What follows belongs to an exercise in optimizing a design on an open flow for small area; a production flow would make more cautious choices. The RTL was checked by simulation tests, not by an equivalence proof against the original design. Power figures rest on the tool's default switching activity, not on a simulated workload.

## run 1
## packet_decoder
module packet_decoder(
    input wire clk,
    input wire rst,
    input wire [31:0] packet4_byte,
    input wire data_valid,
    input wire last_valid,
    input wire [3:0] keep,
    output wire [31:0] payload,
    output wire payload_valid,
    output wire [47:0] dest_addr,  
    output wire [47:0] src_addr,  
    output wire [31:0] vlan_tag,  
    output wire [15:0] eth_type,  
    output wire payload_last_valid,
    output wire [3:0] payload_keep,
    output wire dest_addr_valid,
    output wire src_addr_valid,
    output wire vlan_tag_valid,
    output wire eth_type_valid
    );
    reg [8:0]  cnt;        
    reg        vlan_q;     
    reg        pv_q;       
    reg        plv_q;      
    reg        ovf_q;      
    reg        ovk_q;      
    reg [3:1]  pk_q;       
    reg [31:0] a_q;
    reg [31:0] b_q;
    reg [15:0] ph_q;
    reg [15:0] pl_q;
    wire hi0  = ~|cnt[8:3];
    wire c0   = hi0 & (cnt[2:0] == 3'd0);
    wire c1   = hi0 & (cnt[2:0] == 3'd1);
    wire c2   = hi0 & (cnt[2:0] == 3'd2);
    wire c3   = hi0 & (cnt[2:0] == 3'd3);
    wire c4   = hi0 & (cnt[2:0] == 3'd4);
    wire c5   = hi0 & (cnt[2:0] == 3'd5);
    wire dflt = ~hi0 | (cnt[2:0] == 3'd6) | (cnt[2:0] == 3'd7);    
    wire mtu  = cnt[8] & cnt[6] & cnt[5] & cnt[4] & cnt[3] & cnt[2];
    wire dv    = data_valid & ~ovf_q;             
  ...
For scale: roughly 330 cells after synthesis, about 110 flip-flops, roughly 230 I/O pins, ~0.0049 mm² of cells after synthesis.
==> flow/config.mk <==
export PLATFORM = sky130hd
export DESIGN_NAME = packet_decoder
export DESIGN_NICKNAME = packet_decoder
export VERILOG_FILES = /design/flow/design.v
export SDC_FILE = /design/flow/constraint.sdc
export NUM_CORES = 4
export LEC_CHECK = 0
export CAP_MARGIN = 20
export CORE_MARGIN = 2
export CORE_UTILIZATION = 65
export CTS_BUF_LIST = sky130_fd_sc_hd__clkbuf_4
export SLEW_MARGIN = 20
==> flow/constraint.sdc <==
create_clock -name core_clock -period 5.0 [get_ports {clk}]
set_input_delay 1.0000 -clock core_clock [delete_from_list [all_inputs] [get_ports {clk}]]
set_output_delay 1.0000 -clock core_clock [all_outputs]
set_load 0.01 [all_outputs]
standard.sh (not shown) runs the stock make flow with config.mk's settings and CLKGATE_MAP_FILE= SYNTH_SCRIPT=/design/flow/synth_recipe.tcl, a recipe that flattens the netlist after the stock synthesis.
==> flow/flow/run.sh <==
#!/bin/bash
# Standard ORFS layout, with two changes to how it is built:
#  - port buffers are buf_1 cells (the smallest buffer) instead of the default choice;
#  - clock tree from clkbuf_4 cells without dummy balancing loads.
set -euo pipefail
export BUFFER_PORTS_ARGS="-buffer_cell sky130_fd_sc_hd__buf_1"
export CTS_ARGS="-sink_clustering_enable -repair_clock_nets -dont_use_dummy_load -buf_list sky130_fd_sc_hd__clkbuf_4 -root_buf sky130_fd_sc_hd__clkbuf_4"
bash standard.sh finish > flow_make.log 2>&1
Input changes introduced in run 2 (baseline for comparison: run 1):
# run 1
export LEC_CHECK = 0
export CAP_MARGIN = 20
export CORE_MARGIN = 2
export CORE_UTILIZATION = 65
export CTS_BUF_LIST = sky130_fd_sc_hd__clkbuf_4
export SLEW_MARGIN = 20
create_clock -name core_clock -period 5.0 [get_ports {clk}]
# run 2
export LEC_CHECK = 0
export CAP_MARGIN = 20
export CORE_MARGIN = 2
export CORE_UTILIZATION = 40
export SLEW_MARGIN = 20
create_clock -name core_clock -period 5.0 [get_ports {clk}]
==> flow/run.sh (new file) <==
#!/bin/bash
# synth_recipe.tcl (not shown) runs the flow's synth.tcl, then flattens the netlist and writes it again
# the make line also repeats each setting of config.mk as NAME=value (left out here)
make -C /OpenROAD-flow-scripts/flow DESIGN_CONFIG=/design/flow/config.mk WORK_HOME=/design/flow/orfs CLKGATE_MAP_FILE= SYNTH_SCRIPT=/design/flow/synth_recipe.tcl finish
removed: flow/flow/run.sh
removed: flow/standard.sh
==> run notes <==
Run 1: no failed stages, no open violations at the end. The flow did not stop early for run 2: all stages ran, and the layout cleared the timing, DRC and antenna checks. Slew at the pin closest to its max-slew limit delta for run 2 relative to run 1: 0.0034 ns lower. Run 1 → run 2: wire length on met3 rose about 7%; part of the power in the clock network rose 26 points; multi-input gate share of the layout cell area fell 4.8 points; synthesized instance count about even. Standard cell with the maximum stage delay on the critical path = dfrtp_1: run 1; standard cell with the maximum stage delay on the critical path = clkdlybuf4s50_1: run 2.
#### Input delta (run 3 over run 2)
# run 2
export LEC_CHECK = 0
export CAP_MARGIN = 20
export CORE_MARGIN = 2
export CORE_UTILIZATION = 40
export SLEW_MARGIN = 20
create_clock -name core_clock -period 5.0 [get_ports {clk}]
# run 3
export LEC_CHECK = 0
export CAP_MARGIN = 20
export CORE_MARGIN = 2
export CORE_UTILIZATION = 65
export CTS_BUF_LIST = sky130_fd_sc_hd__clkbuf_4
export SLEW_MARGIN = 20
create_clock -name core_clock -period 5.0 [get_ports {clk}]
==> comparison <==
Run 3 never completed, since it errored out during 4_1_cts. Horizontal die dimension (run 2 / run 3): 1.3. Diff run 2..run 3 | I/O pin count | unchanged. The placed cell count reported for run 3 is smaller than that of run 2 by 49. Summary: with run 2 as the reference, placed wire-length estimate in run 3 moved up by more than a quarter.

re-timing with driven ports:
No port has a modelled driver above. Below, the same layouts with a new extraction and two added sets of constraints. Step 1, drivers: a clkbuf_16 drives clk and a buf_2 each remaining input, both assumed. Step 2 times the ports against the registers' clock, not the clock port: input delays grow and output delays shrink by t, the midpoint of the rising clock arrivals with the driver on. a / b / c = no drivers / after step 1 / after step 2; a / b = the first two.
run	t (ns)	slack for setup (ns)	latest minus earliest clock arrival (ns)	slew at the worst register clock pin (ns)
run 1	0.494	1.806 / 1.777 / 1.555	0.047 / 0.047	0.10 / 0.10
run 2	0.440	1.505 / 1.467 / 1.208	0.010 / 0.010	0.05 / 0.05
After both steps every run listed still meets setup and hold. The setup slack of run 2, which loses most, moves by -0.038 ns with the drivers and by -0.297 ns with both steps.
